Source: an optimization exercise on an open RTL-to-GDS flow (aim: small area). Production flows keep margins and buffers that such runs may drop.
At most, simulation tests tie the RTL to the original design; equivalence was not proved.

## gamma
// spi_interface
module spi_interface(
    output reg          mosi,
    input               miso,
    input               clk,
    input               rst,
    output reg          RX_valid,
    output reg [7:0]    output_shift_register,
    input               TX_valid,
    input [7:0]         input_shift_register
);
For scale: roughly 710 flip-flops, ~0.016 mm² of cells after synthesis.
==> module spi_interface, before the edit <==
module spi_interface(
    output reg          mosi,
    input               miso,
    input               clk,
    input               rst,
    output reg          RX_valid,
    output reg [7:0]    output_shift_register,
    input               TX_valid,
    input [7:0]         input_shift_register
);
genvar j, p;
function is_jc8;
    input [3:0] c;
    input integer n;
    case (n)
        0: is_jc8 = ~c[0] & ~c[3];
        1: is_jc8 =  c[0] & ~c[1];
        2: is_jc8 =  c[1] & ~c[2];
        3: is_jc8 =  c[2] & ~c[3];
        4: is_jc8 =  c[3] &  c[0];
        5: is_jc8 = ~c[0] &  c[1];
        6: is_jc8 = ~c[1] &  c[2];
        default: is_jc8 = ~c[2] & c[3];
    endcase
endfunction
reg       r_in;                                 
reg [3:0] r_bit;                                
wire      r_out = RX_valid & r_bit[0];
reg [3:0] r_q;                                  
reg [1:0] r_m;
reg       r_int;                                
wire r_k8   = (r_q == 4'd2) & (r_m == 2'd2);
wire r_k40  = (r_q == 4'd13) & (r_m == 2'd1);
wire r_end  = r_k40 | (r_int & r_k8);
wire r_last = r_in & is_jc8(r_bit, 7) & r_end;
wire r_odd  = r_q[0] ^ r_m[0];                  
reg [41:0] rr [0:7];
wire [7:0] r_tap;
generate
    for (j = 0; j < 8; j = j + 1) begin : rl
        wire here = r_in & is_jc8(r_bit, j);
        always @(posedge clk)
            rr[j] <= {(here & ~r_odd) ? miso : rr[j][0], rr[j][41:22],
                      (here &  r_odd) ? miso : rr[j][21], rr[j][20:1]};
        reg t;
        always @(*) begin
            case (r_m)
                2'd0: t = r_int ? rr[j][(12 + j) % 42] : rr[j][(8 + j) % 42];
                2'd1: t = r_int ? rr[j][(40 + j) % 42] : rr[j][(36 + j) % 42];
                default: t = r_int ? rr[j][(26 + j) % 42] : rr[j][(22 + j) % 42];
            endcase
        end
        assign r_tap[7-j] = t;
    end
endgenerate
always @(posedge clk) begin
    if (r_in & (r_q == 4'd0) & (r_m == 2'd0) & is_jc8(r_bit, 1))
        r_int <= miso;
end
always @(posedge clk or posedge rst) begin
    if (rst) begin
        r_in <= 1'b0;
        RX_valid <= 1'b0;
        output_shift_register <= 8'd0;
    end else begin
        r_in <= r_in ? ~r_last : (~r_out & ~miso);
        RX_valid <= r_last | r_out;
        if (r_out)
            output_shift_register <= r_tap;
    end
end
wire r_inc = r_out | (r_in & is_jc8(r_bit, 7));
always @(posedge clk) begin
    if (r_in)
        r_bit <= r_last ? 4'b0001 : {r_bit[2:0], ~r_bit[3]};
    else if (~r_out | r_end)
        r_bit <= 4'b0000;
    if (~(r_in | r_out) | r_last | (r_out & r_end)) begin
        r_q <= 4'd0;
        r_m <= 2'd0;
    end else begin
        if (r_inc) begin
            if (r_m == 2'd2) begin
                r_m <= 2'd0;
                r_q <= r_q + 4'd1;
            end else begin
                r_m <= r_m + 2'd1;
            end
        end
    end
end
reg       t_in;                                 
reg       t_out;                                
reg [3:0] t_bit;                                
reg [3:0] t_q;                                  
reg [1:0] t_m;
wire t_k8   = (t_q == 4'd2) & (t_m == 2'd2);
wire t_k40  = (t_q == 4'd13) & (t_m == 2'd1);
reg [41:0] tr [0:7];
generate
    for (j = 0; j < 8; j = j + 1) begin : tl
        wire d = input_shift_register[7-j];
        always @(posedge clk)
            tr[j] <= {(t_in & (t_m == 2'd2)) ? d : tr[j][0], tr[j][41:36],
                      (t_in & (t_m == 2'd1)) ? d : tr[j][35], tr[j][34:29],
                      (t_in & (t_m == 2'd0)) ? d : tr[j][28], tr[j][27:1]};
    end
endgenerate
reg t_tap;
integer jj;
always @(*) begin
    t_tap = 1'b0;
    for (jj = 0; jj < 8; jj = jj + 1)
        if (is_jc8(t_bit, jj))
            t_tap = t_q[0] ? tr[jj][8 - jj] : tr[jj][29 - jj];
end
wire t_end  = is_jc8(t_bit, 7) & (t_k40 | (tr[1][0] & t_k8));
always @(posedge clk or posedge rst) begin
    if (rst) begin
        t_in <= 1'b0;
        t_out <= 1'b0;
        mosi <= 1'b1;
    end else begin
        t_in <= t_in ? ~t_k40 : (~t_out & TX_valid);
        t_out <= (t_in & t_k40) | (t_out & ~t_end);
        if (t_out)
            mosi <= t_tap;
        else
            mosi <= ~(t_in | TX_valid);
    end
end
wire t_inc = t_in | is_jc8(t_bit, 7);
always @(posedge clk) begin
    if (~(t_in | t_out) | (t_in & t_k40) | (t_out & t_end)) begin
        t_bit <= 4'd0;
        t_q <= 4'd0;
        t_m <= 2'd0;
    end else begin
        if (t_out)
            t_bit <= {t_bit[2:0], ~t_bit[3]};
        if (t_inc) begin
            if (t_m == 2'd2) begin
                t_m <= 2'd0;
                t_q <= t_q + 4'd1;
            end else begin
                t_m <= t_m + 2'd1;
            end
        end
    end
end
endmodule
export LEC_CHECK = 0
export ABC_AREA = 1
export CAP_MARGIN = 20
export CORE_MARGIN = 2
export CORE_UTILIZATION = 75
export PLACE_DENSITY = 0.8
export SLEW_MARGIN = 20
create_clock -name core_clock -period 5.0 [get_ports {clk}]
standard.sh (not shown) runs the stock make flow with config.mk's settings and CLKGATE_MAP_FILE= SYNTH_SCRIPT=/design/flow/synth_recipe.tcl, a recipe that flattens the netlist after the stock synthesis.
==> flow/flow/run.sh <==
#!/bin/bash
# The standard layout, with our own clock tree synthesis options.
set -euo pipefail
export CTS_ARGS="-sink_clustering_enable -repair_clock_nets -dont_use_dummy_load -sink_clustering_size 13 -sink_clustering_max_diameter 35 -buf_list sky130_fd_sc_hd__buf_4"
export BUFFER_PORTS_ARGS="-buffer_cell sky130_fd_sc_hd__buf_1"
bash standard.sh > standard.log 2>&1
gamma ended with every stage complete and zero timing, DRC or antenna violations.
Input-level comparison between beta and gamma:
--- a/flow/design.v
+++ b/flow/design.v
@@ -88,13 +88,13 @@
             end
         end
     end
 end
 reg       t_in;                                 
 reg       t_out;                                
-reg [3:0] t_bit;                                
+reg [2:0] t_bit;
 reg [3:0] t_q;                                  
 reg [1:0] t_m;
 wire t_k8   = (t_q == 4'd2) & (t_m == 2'd2);
 wire t_k40  = (t_q == 4'd13) & (t_m == 2'd1);
 reg [41:0] tr [0:7];
 generate
@@ -108,16 +108,16 @@
 endgenerate
 reg t_tap;
 integer jj;
 always @(*) begin
     t_tap = 1'b0;
     for (jj = 0; jj < 8; jj = jj + 1)
-        if (is_jc8(t_bit, jj))
+        if (t_bit == jj)
             t_tap = t_q[0] ? tr[jj][8 - jj] : tr[jj][29 - jj];
 end
-wire t_end  = is_jc8(t_bit, 7) & (t_k40 | (tr[1][0] & t_k8));
+wire t_end  = (t_bit == 3'd7) & (t_k40 | (tr[1][0] & t_k8));
 always @(posedge clk or posedge rst) begin
     if (rst) begin
         t_in <= 1'b0;
         t_out <= 1'b0;
         mosi <= 1'b1;
     end else begin
@@ -126,21 +126,21 @@
         if (t_out)
             mosi <= t_tap;
         else
             mosi <= ~(t_in | TX_valid);
     end
 end
-wire t_inc = t_in | is_jc8(t_bit, 7);
+wire t_inc = t_in | (t_bit == 3'd7);
 always @(posedge clk) begin
     if (~(t_in | t_out) | (t_in & t_k40) | (t_out & t_end)) begin
-        t_bit <= 4'd0;
+        t_bit <= 3'd0;
         t_q <= 4'd0;
         t_m <= 2'd0;
     end else begin
         if (t_out)
-            t_bit <= {t_bit[2:0], ~t_bit[3]};
+            t_bit <= t_bit + 3'd1;
         if (t_inc) begin
             if (t_m == 2'd2) begin
                 t_m <= 2'd0;
                 t_q <= t_q + 4'd1;
             end else begin
                 t_m <= t_m + 2'd1;
Results
When beta is measured against gamma, its clock latency at the later pin of the worst-skew pair turns out 0.04 ns higher.
Diff gamma -> beta: total nets after synthesis -8; final period demand of the worst path +0.079 ns.
In the reports for beta and gamma, the smaller hold slack belongs to gamma.
The antenna diode instance count reported for beta is greater than that of gamma by 2.
The RTL of gamma was laid out without a check of its function.

[static timing again, ports no longer ideal]
The results above use ideal ports. As a check the final layouts listed here were re-extracted and re-timed, cells and wires unchanged.
Step 1 assumes that a clkbuf_16 drives the clock port and a buf_2 every other input.
Step 2 adds t to the input delays and takes it off the output delays; t is the mean of the earliest and latest rising clock arrival at the registers after step 1. Input paths then give back, and output paths get back, about the clock's delay inside the block.
Three values: no drivers, after step 1, after step 2; two values: the first two.
| run | t, ns | setup WS [ns] | hold slack, ns | worst slew at a driven data input, ns | cell pins on the clock port's net |
|---|---|---|---|---|---|
| gamma | 0.603 | 2.733 / 2.704 / 2.733 | 0.282 / 0.282 / 0.282 | 0.06 | 1 |
| beta | 0.654 | 2.654 / 2.610 / 3.043 | 0.308 / 0.308 / 0.308 | 0.04 | 1 |
After both steps setup and hold are still met in every run listed.
